What follows belongs to an exercise in optimizing a design on an open flow for small area; a production flow would make more cautious choices.
RTL that was checked went through simulation tests only; none was proved equivalent to the original.
Power and IR drop assume default switching activity.

## the reference run
Design iobus, start of the top module:
module iobus(
	input clk_sys,
	input rst,
	input rxd,
	output txd,
	output zg,
	input zw,
	input rcl,
	output dpa,
	input rs,
	input rf,
	input rok,
	input rpe,
	input rqb,
	input rpn,
	input [0:3] rnb,
	input [0:15] rad,
	input [0:15] rdt,
	output dw,
	output dr,
	output din,
	output dok,
	output den,
	output dpe,
	output dpn,
	output [0:3] dnb,
	output [0:15] dad,
	output [0:15] ddt,
	input [0:15] w,
	input [0:3] rotary_pos,
	input [0:9] indicators,
	output [0:3] rotary_out,
	output rotary_trig,
	output [0:15] keys,
	output keys_trig,
	output [0:3] fn,
	output fn_v,
	output fn_trig
);
For scale: roughly 570 cells after synthesis, ~150 I/O pins, roughly 8100 sq um of cells after synthesis.
export LEC_CHECK = 0
export CAP_MARGIN = 20
export CORE_MARGIN = 2
export CORE_UTILIZATION = 40
export SLEW_MARGIN = 20
create_clock -name core_clock -period 10.0 [get_ports {clk_sys}]
standard.sh (not shown) runs the stock make flow with config.mk's settings and CLKGATE_MAP_FILE= SYNTH_SCRIPT=/design/flow/synth_recipe.tcl, a recipe that flattens the netlist after the stock synthesis.
==> flow/flow/run.sh <==
#!/bin/bash
# The standard layout (standard.sh) with these changes:
# - synthesis is ORFS's, run through standard.sh and synth_recipe.tcl (so without the fsm
#   and share passes, then flattened and renamed as standard.sh does), but ABC maps the
#   combinational logic with an area-oriented script: each flow/abc_*.script is tried in
#   place of ORFS's abc_speed.script, and the one giving the smallest synthesized area is
#   kept (ORFS's own script is the fallback if none of them completes). These syntheses
#   also leave adders to ABC instead of mapping them to the platform's adder cells first
#   (ADDER_MAP_FILE empty). Flip-flops are mapped before either step, so the registers,
#   their names and cell types are those of the standard synthesis;
# - every input and output port still gets its own buffer, but a buf_1 instead of the
#   larger cell buffer_ports picks by default;
# - clock tree synthesis adds no dummy loads and uses the clustering given below;
# - the platform's don't-use list is extended with the largest buffers, so that repairs
#   of high-fanout nets use several small buffers instead (DONT_USE_CELLS below repeats
#   the platform's list and adds these).
# Each make run's full output goes to a log in this folder (synth_*.log for the trial
# syntheses, standard.log for the final run); ORFS keeps its per-step logs under orfs/logs.
set -uo pipefail
here=$(pwd)
dont_use="sky130_fd_sc_hd__probe_p_8 sky130_fd_sc_hd__probec_p_8 sky130_fd_sc_hd__lpflow_bleeder_1 sky130_fd_sc_hd__lpflow_clkbufkapwr_1 sky130_fd_sc_hd__lpflow_clkbufkapwr_16 sky130_fd_sc_hd__lpflow_clkbufkapwr_2 sky130_fd_sc_hd__lpflow_clkbufkapwr_4 sky130_fd_sc_hd__lpflow_clkbufkapwr_8 sky130_fd_sc_hd__lpflow_clkinvkapwr_1 sky130_fd_sc_hd__lpflow_clkinvkapwr_16 sky130_fd_sc_hd__lpflow_clkinvkapwr_2 sky130_fd_sc_hd__lpflow_clkinvkapwr_4 sky130_fd_sc_hd__lpflow_clkinvkapwr_8 sky130_fd_sc_hd__lpflow_decapkapwr_12 sky130_fd_sc_hd__lpflow_decapkapwr_3 sky130_fd_sc_hd__lpflow_decapkapwr_4 sky130_fd_sc_hd__lpflow_decapkapwr_6 sky130_fd_sc_hd__lpflow_decapkapwr_8 sky130_fd_sc_hd__lpflow_inputiso0n_1 sky130_fd_sc_hd__lpflow_inputiso0p_1 sky130_fd_sc_hd__lpflow_inputiso1n_1 sky130_fd_sc_hd__lpflow_inputiso1p_1 sky130_fd_sc_hd__lpflow_inputisolatch_1 sky130_fd_sc_hd__lpflow_isobufsrc_1 sky130_fd_sc_hd__lpflow_isobufsrc_16 sky130_fd_sc_hd__lpflow_isobufsrc_2 sky130_fd_sc_hd__lpflow_isobufsrc_4 sky130_fd_sc_hd__lpflow_isobufsrc_8 sky130_fd_sc_hd__lpflow_isobufsrckapwr_16 sky130_fd_sc_hd__lpflow_lsbuf_lh_hl_isowell_tap_1 sky130_fd_sc_hd__lpflow_lsbuf_lh_hl_isowell_tap_2 sky130_fd_sc_hd__lpflow_lsbuf_lh_hl_isowell_tap_4 sky130_fd_sc_hd__lpflow_lsbuf_lh_isowell_4 sky130_fd_sc_hd__lpflow_lsbuf_lh_isowell_tap_1 sky130_fd_sc_hd__lpflow_lsbuf_lh_isowell_tap_2 sky130_fd_sc_hd__lpflow_lsbuf_lh_isowell_tap_4 sky130_fd_sc_hd__buf_6 sky130_fd_sc_hd__buf_8 sky130_fd_sc_hd__buf_12 sky130_fd_sc_hd__buf_16 sky130_fd_sc_hd__bufbuf_8 sky130_fd_sc_hd__bufbuf_16 sky130_fd_sc_hd__clkbuf_8 sky130_fd_sc_hd__clkbuf_16"
stat="$here/orfs/reports/sky130hd/iobus/base/synth_stat.txt"
best=""
best_area=""
for f in "$here"/flow/abc_*.script; do
  name=$(basename "$f" .script)
  dir="$here/scripts_$name"
  rm -rf "$dir" "$here/orfs"
  cp -r "$FLOW_HOME/scripts" "$dir"
  cp "$f" "$dir/abc_speed.script"
  if bash standard.sh SCRIPTS_DIR="$dir" ADDER_MAP_FILE= DONT_USE_CELLS="$dont_use" synth > "$here/synth_$name.log" 2>&1 && [[ -f "$stat" ]]; then
    area=$(awk '/Chip area for/ {print $NF}' "$stat" | head -1)
    echo "$name: $area" >> "$here/synth_areas.log"
    if [[ -z "$best" ]] || awk -v a="$area" -v b="$best_area" 'BEGIN {exit !(a < b)}'; then
      best="$dir"
      best_area="$area"
    fi
  else
    echo "$name: failed" >> "$here/synth_areas.log"
  fi
done
rm -rf "$here/orfs"
args=()
if [[ -n "$best" ]]; then
  args+=(SCRIPTS_DIR="$best" ADDER_MAP_FILE=)
fi
echo "chosen: ${best:-ORFS default}" >> "$here/synth_areas.log"
set -e
bash standard.sh ${args[@]+"${args[@]}"} DONT_USE_CELLS="$dont_use" \
  BUFFER_PORTS_ARGS="-buffer_cell sky130_fd_sc_hd__buf_1" \
  CTS_ARGS="-sink_clustering_enable -repair_clock_nets -dont_use_dummy_load -sink_clustering_size 10 -sink_clustering_max_diameter 70 -buf_list sky130_fd_sc_hd__clkbuf_4" \
  finish > "$here/standard.log" 2>&1
Other scripts of this flow, unchanged in this note and not shown: flow/flow/abc_s10.script, flow/flow/abc_t3.script, flow/flow/abc_t4.script, flow/flow/abc_t5.script
Having completed the whole flow, the reference run delivered a layout that passed the timing, design-rule and antenna checks.
> inputs changed (the reference run -> the trial run)
--- a/flow/design.v
+++ b/flow/design.v
@@ -368,19 +368,17 @@
 					if (nlast) begin
 						ena <= 2'b00;
 						tp <= T_IDLE;
 					end else begin
 						idx <= nidx;
 						tp <= T_SEND;
 					end
 				end
-				default: begin		 
-					if (tdiv_end) tp <= tp + 1'b1;
-				end
+				default: if (tdiv_end) tp <= tp + 1'b1;	 
 			endcase
 		end
 	end
 	always @ (posedge clk_sys) begin
 		if (tp[3:1] == 3'b110) begin
 			sw <= w;
 			sind <= indicators;
 			srot <= rotary_pos;
## What came out
- Taking the reference run as the reference, in the trial run total die area was more or less identical, area of the multi-input gates was more or less identical, number of enable-type register cells in the synthesized netlist was more or less identical, switching power was more or less identical, clock network fraction of design power was more or less identical.
- The trial run -> the reference run: cell area delta 0, exact match
- Final cell utilization of the core: the trial run vs the reference run identical
- From the reference run to the trial run, pin count of the biggest net entering global routing did not move at all.
- Compared with the reference run, in the trial run sequential share of cell area shows no meaningful change; worst-case register-to-register setup slack shows no meaningful change.
- Comparing the reference run against the trial run, there is no change at all in total power.
Only the layout flow was run in the reference run; the RTL was not checked for function there.

---

Another version of the RTL of iobus (not shown whole).
Size in the first run: ~590 cells after synthesis, roughly 220 flip-flops, roughly 150 I/O pins.
clock: 10.0 ns
lec_check: 0
cap_margin: 20
core_margin: 2
core_utilization: 40
slew_margin: 20
==> flow/flow/run.sh <==
#!/bin/bash
# The standard layout (standard.sh) with these changes:
# - synthesis is ORFS's, run through standard.sh and synth_recipe.tcl (so without the fsm
#   and share passes, then flattened and renamed as standard.sh does), but ABC maps the
#   combinational logic with an area-oriented script: each flow/abc_*.script is tried in
#   place of ORFS's abc_speed.script, and the one giving the smallest synthesized area is
#   kept (ORFS's own script is the fallback if none of them completes). Flip-flops are
#   mapped before ABC runs, so the registers, their names and cell types are those of the
#   standard synthesis;
# - every input and output port still gets its own buffer, but a buf_1 instead of the
#   larger cell buffer_ports picks by default;
# - clock tree synthesis adds no dummy loads and uses the clustering given below.
# Each make run's full output goes to a log in this folder (synth_*.log for the trial
# syntheses, standard.log for the final run); ORFS keeps its per-step logs under orfs/logs.
set -uo pipefail
here=$(pwd)
stat="$here/orfs/reports/sky130hd/iobus/base/synth_stat.txt"
best=""
best_area=""
for f in "$here"/flow/abc_*.script; do
  name=$(basename "$f" .script)
  dir="$here/scripts_$name"
  rm -rf "$dir" "$here/orfs"
  cp -r "$FLOW_HOME/scripts" "$dir"
  cp "$f" "$dir/abc_speed.script"
  if bash standard.sh SCRIPTS_DIR="$dir" synth > "$here/synth_$name.log" 2>&1 && [[ -f "$stat" ]]; then
    area=$(awk '/Chip area for/ {print $NF}' "$stat" | head -1)
    echo "$name: $area" >> "$here/synth_areas.log"
    if [[ -z "$best" ]] || awk -v a="$area" -v b="$best_area" 'BEGIN {exit !(a < b)}'; then
      best="$dir"
      best_area="$area"
    fi
  else
    echo "$name: failed" >> "$here/synth_areas.log"
  fi
done
rm -rf "$here/orfs"
args=()
if [[ -n "$best" ]]; then
  args+=(SCRIPTS_DIR="$best")
fi
echo "chosen: ${best:-ORFS default}" >> "$here/synth_areas.log"
set -e
bash standard.sh "${args[@]}" \
  BUFFER_PORTS_ARGS="-buffer_cell sky130_fd_sc_hd__buf_1" \
  CTS_ARGS="-sink_clustering_enable -repair_clock_nets -dont_use_dummy_load -sink_clustering_size 10 -sink_clustering_max_diameter 50 -buf_list sky130_fd_sc_hd__clkbuf_4" \
  finish > "$here/standard.log" 2>&1
Other scripts of this flow, unchanged in this note and not shown: flow/flow/abc_s10.script, flow/flow/abc_t3.script, flow/flow/abc_t4.script, flow/flow/abc_t5.script
The first run completed without violations.
Edit:
--- a/flow/design.v
+++ b/flow/design.v
@@ -28,76 +28,63 @@
 	output [0:15] ddt,
 	input [0:15] w,
 	input [0:3] rotary_pos,
 	input [0:9] indicators,
 	output [0:3] rotary_out,
 	output rotary_trig,
 	output [0:15] keys,
 	output keys_trig,
 	output [0:3] fn,
 	output fn_v,
 	output fn_trig
 );
-	localparam [5:0] L8  = 6'b111011;
-	localparam [5:0] L25 = 6'b100001;
+	localparam [5:0] L24 = 6'b110000;
 	localparam [5:0] L49 = 6'b001001;
 	localparam [5:0] L50 = 6'b010011;
 	localparam [3:0] R_STOP  = 4'd9;
 	localparam [3:0] R_IDLE  = 4'd10;
 	localparam [3:0] R_START = 4'd11;
 	reg [3:0] rxs;
 	reg [5:0] rdiv;
-	wire [5:0] rdiv_nx = {rdiv[4:0], ~(rdiv[5] ^ rdiv[4])};
+	wire rdiv_end = (rdiv == L49);
 	reg rx_rdy;
 	reg clr;		 
 	wire rx_data = ~rxs[3] | (rxs == 4'd8);
-	wire rx_smp = rx_data & (rdiv == L49);
+	wire rx_smp = rx_data & rdiv_end;
 	wire rx_bit = rx_smp & ~rxs[3];	 
 	always @ (posedge clk_sys) begin
+		if (rst) rdiv <= 6'd0;
+		else if ((rxs == R_IDLE) & ~rxd) rdiv <= L24;
+		else if (rdiv_end) rdiv <= 6'd0;
+		else rdiv <= {rdiv[4:0], ~(rdiv[5] ^ rdiv[4])};
+	end
+	always @ (posedge clk_sys) begin
 		if (rst) begin
 			rxs <= R_IDLE;
-			rdiv <= 6'd0;
 			clr <= 1'b1;
 			rx_rdy <= 1'b0;
 		end else begin
 			rx_rdy <= 1'b0;
-			if (rdiv == L8) clr <= 1'b0;
+			if (rdiv_end) clr <= 1'b0;
 			case (rxs)
-				R_IDLE: begin
-					if (!rxd) begin
-						rdiv <= 6'd0;
-						rxs <= R_START;
-					end else rdiv <= rdiv_nx;
-				end
+				R_IDLE: if (!rxd) rxs <= R_START;
 				R_START: begin
-					if (rxd) begin
-						rxs <= R_IDLE;
-						rdiv <= rdiv_nx;
-					end else if (rdiv != L25) rdiv <= rdiv_nx;
-					else begin
-						rdiv <= 6'd0;
-						rxs <= 4'd0;
-					end
+					if (rxd) rxs <= R_IDLE;
+					else if (rdiv_end) rxs <= 4'd0;
 				end
 				R_STOP: begin
 					rxs <= R_IDLE;
 					rx_rdy <= rxd;
 				end
-				default: begin
-					if (rdiv != L49) rdiv <= rdiv_nx;
-					else begin
-						rdiv <= 6'd0;
-						rxs <= rxs + 1'b1;
-					end
-				end
+				default: if (rdiv_end) rxs <= rxs + 1'b1;
 			endcase
 		end
 	end
 	localparam M_IDLE = 3'd0;
 	localparam M_ARG  = 3'd1;
 	localparam M_A1   = 3'd2;
 	localparam M_A2H  = 3'd3;
 	localparam M_A2L  = 3'd4;
 	localparam M_A3H  = 3'd5;
 	localparam M_A3L  = 3'd6;
 	localparam M_DONE = 3'd7;
 	reg [2:0] ms;
Result: Worst setup slack improves by 0.053 ns; die area goes down by 1.4%; fmax goes up by 0.98%; combinational power goes down by about 5%; synthesized cell count goes down by 0.85%; utilization goes down by 0.35 points; wire length hardly moves; sequential power hardly moves; total power goes down by 0.40%; hold slack degrades by 0.0094 ns.

---

Setup of run 1:
Another version of the RTL of iobus (not shown whole).
Size: about 700 cells after synthesis, about 150 I/O pins, roughly 9600 sq um of cells after synthesis.
Settings: LEC_CHECK=0, CAP_MARGIN=20, CORE_MARGIN=2, CORE_UTILIZATION=40, SLEW_MARGIN=20; clock period 10.0 ns.
==> flow/flow/run.sh <==
#!/bin/bash
# The standard layout (the standard.sh, standard synthesis unchanged), with two changes:
# - every input and output port still gets its own buffer, but a buf_1 instead of the
#   larger cell buffer_ports picks by default;
# - clock tree synthesis clusters the registers under clkbuf_16 buffers and adds no
#   dummy loads.
# make's full output goes to standard.log in this folder; ORFS keeps its per-step logs
# under orfs/logs.
set -euo pipefail
bash standard.sh \
  BUFFER_PORTS_ARGS="-buffer_cell sky130_fd_sc_hd__buf_1" \
  CTS_ARGS="-sink_clustering_enable -repair_clock_nets -dont_use_dummy_load -sink_clustering_size 30 -sink_clustering_max_diameter 80 -buf_list sky130_fd_sc_hd__clkbuf_16" \
  finish > standard.log 2>&1
The final layout from run 1, which completed every stage, passed the timing, design-rule and antenna checks at the end of the flow.
Inputs modified between run 1 and run 2:
--- a/flow/design.v
+++ b/flow/design.v
@@ -191,36 +191,33 @@
 	assign dw = zwzg & iw;
 	assign din = zwzg & ~ir & ~iw;
 	assign dpn = zwzg & ia1[4];
 	assign dnb = zwzg ? ia1[3:0] : 4'd0;
 	assign dad = zwzg ? ia2 : 16'd0;
 	wire io_req = (rs | rf) & ~rad[15];
-	reg dok_r, den_r, dpe_r;
+	reg rsa, rsb;
 	reg [15:0] rddt;
-	wire resp_act = dok_r | den_r;
+	wire resp_act = rsa | rsb;
 	always @ (posedge clk_sys) begin
 		if (rst) begin
-			dok_r <= 1'b0;
-			den_r <= 1'b0;
-			dpe_r <= 1'b0;
+			rsa <= 1'b0;
+			rsb <= 1'b0;
 		end else if (!resp_act) begin
 			if (io_req & m_rdy & (c_ok | c_en)) begin
-				dok_r <= c_ok;
-				den_r <= c_en;
-				dpe_r <= c_pe;
+				rsa <= c_ok;
+				rsb <= c_en | c_pe;
 				rddt <= ta3;
 			end
 		end else if (!io_req) begin
-			dok_r <= 1'b0;
-			den_r <= 1'b0;
-			dpe_r <= 1'b0;
+			rsa <= 1'b0;
+			rsb <= 1'b0;
 		end
 	end
-	assign dok = dok_r;
-	assign den = den_r;
-	assign dpe = dpe_r;
+	assign dok = rsa;
+	assign den = ~rsa & rsb;
+	assign dpe = rsa & rsb;
 	assign ddt = (zwzg ? ia3 : 16'd0) | (resp_act ? rddt : 16'd0);
 	reg ena_cl, ena_cp, ena_bus;
 	reg [7:0] enc_cmd;
 	always @ (*) begin
 		case ({rf, rs, dr, dw, din, rok, timeout, rpe})
 			8'b10000000 : enc_cmd = { 1'b1,  4'b0101,  3'b110 };
@@ -235,36 +232,58 @@
 			default     : enc_cmd = 8'd0;
 		endcase
 	end
 	wire send_req = io_req;
 	wire send_resp = (rok | timeout) & zwzg;
 	reg [1:0] bst;		 
-	reg is_req;
-	reg [4:0] bc;		 
+	reg [2:0] bk;
 	reg [5:0] ba1;
 	reg [15:0] ba2;
 	reg [15:0] ba3;
+	reg [2:0] bk_nx;
+	always @ (*) begin
+		case (enc_cmd)
+			8'h10: bk_nx = 3'd1;
+			8'h11: bk_nx = 3'd2;
+			8'h18: bk_nx = 3'd3;
+			8'h20: bk_nx = 3'd4;
+			8'hae: bk_nx = 3'd6;
+			8'ha7: bk_nx = 3'd7;
+			default: bk_nx = send_req ? 3'd5 : 3'd0;
+		endcase
+	end
+	wire is_req = bk[2] & (bk[1] | bk[0]);
 	always @ (posedge clk_sys) begin
 		if (rst) begin
 			bst <= 2'd0;
 		end else begin
 			case (bst)
 				2'd0: if (send_req | send_resp) begin
-					is_req <= send_req;
-					bc <= {enc_cmd[7], enc_cmd[5], enc_cmd[4], enc_cmd[3], enc_cmd[0]};
+					bk <= bk_nx;
 					ba1 <= {rqb, rpn, rnb};
 					ba2 <= rad;
 					ba3 <= rdt;
 					bst <= 2'd1;
 				end
 				2'd1: if (ena_bus) bst <= 2'd2;
 				default: if (!ena_bus && (is_req ? !send_req : !send_resp)) bst <= 2'd0;
 			endcase
 		end
 	end
-	wire [7:0] bcmd = {bc[4], 1'b0, bc[3], bc[2], bc[1], bc[4], bc[4], bc[0]};
+	reg [7:0] bcmd;
+	always @ (*) begin
+		case (bk)
+			3'd1: bcmd = 8'h10;
+			3'd2: bcmd = 8'h11;
+			3'd3: bcmd = 8'h18;
+			3'd4: bcmd = 8'h20;
+			3'd6: bcmd = 8'hae;
+			3'd7: bcmd = 8'ha7;
+			default: bcmd = 8'h00;
+		endcase
+	end
 	wire trig_bus = (bst == 2'd1);
 	wire send_cp = m_rdy & c_cps;
 	reg [1:0] cst;
 	always @ (posedge clk_sys) begin
 		if (rst) begin
 			cst <= 2'd0;
@@ -300,13 +319,13 @@
 	reg [5:0] tdiv;
 	wire [5:0] tdiv_nx = {tdiv[4:0], ~(tdiv[5] ^ tdiv[4])};
 	reg [2:0] idx;
 	reg [15:0] sw;
 	reg [9:0] sind;
 	reg [3:0] srot;
-	wire [2:0] targ = ena_bus ? {bc[4], bc[4], bc[0]} : {1'b0, ena_cp, ena_cp};
+	wire [2:0] targ = ena_bus ? bcmd[2:0] : {1'b0, ena_cp, ena_cp};
 	reg [2:0] nidx;
 	reg nlast;
 	always @ (*) begin
 		nidx = 3'd0;
 		nlast = 1'b0;
 		case (idx)
Notes after the runs:
Cell area after layout improves in run 2 relative to run 1.
In the tables for run 2 and run 1, mean routed wirelength per cell reads lower with run 2.
[compare] base=run 1 new=run 2: area of the core neither gained nor lost much, met2 routed wirelength saw a decrease, worst-skew pair later-pin latency has increased, number of multi-input combinational cells fell 3, hold slack level.
The flip-flop and latch share of the layout cell area reported for run 2 is smaller than that of run 1 by 0.39 points.
Comparing run 2 and run 1, the higher internal power consumption was measured on run 1.
Run 2 falls short of run 1 in switching power total.
Per the comparison of run 2 with run 1, final wirelength fell 760 microns, area fraction in compound gates after synthesis grew by 0.77 points, area added between synthesis and finish went down 0.47 points, via density per instance increased by 2.2% relative to the old numbers.
The RTL of run 1 was laid out without a check of its function.

## port drivers added, routing unchanged
The flow's constraints put no driver on any port. The routed layouts listed below were extracted and timed again, unchanged, in two steps.
Step 1: set_driving_cell puts a clkbuf_16 on clk_sys and a buf_2 on each other input, an assumption about the parent block.
Step 2, shift: input delay + t, output delay - t, t = (earliest + latest rising clock arrival at the registers) / 2. This alone moves slack from input paths to output paths.
Three values: ideal ports, drivers, drivers and shift; two values: the first two.
| run | t (ns) | slack for setup (ns) | clock arrival spread, ns | worst register clock-pin slew, ns |
|---|---|---|---|---|
| the reference run | 0.653 | 4.341 / 4.305 / 4.517 | 0.054 / 0.053 | 0.12 / 0.12 |
| the trial run | 0.653 | 4.341 / 4.305 / 4.517 | 0.054 / 0.053 | 0.12 / 0.12 |
| the first run of note 2 | 0.669 | 4.538 / 4.513 / 4.513 | 0.034 / 0.033 | 0.11 / 0.11 |
| the second run of note 2 | 0.641 | 4.591 / 4.554 / 4.595 | 0.045 / 0.045 | 0.11 / 0.11 |
| run 1 | 0.506 | 4.420 / 4.396 / 4.396 | 0.059 / 0.059 | 0.10 / 0.10 |
| run 2 | 0.495 | 4.446 / 4.422 / 4.422 | 0.093 / 0.093 | 0.11 / 0.11 |
After both steps setup and hold are still met in every run listed. For the first run of note 2, which loses most, drivers alone change the setup slack by -0.025 ns; drivers and shift together by -0.025 ns.
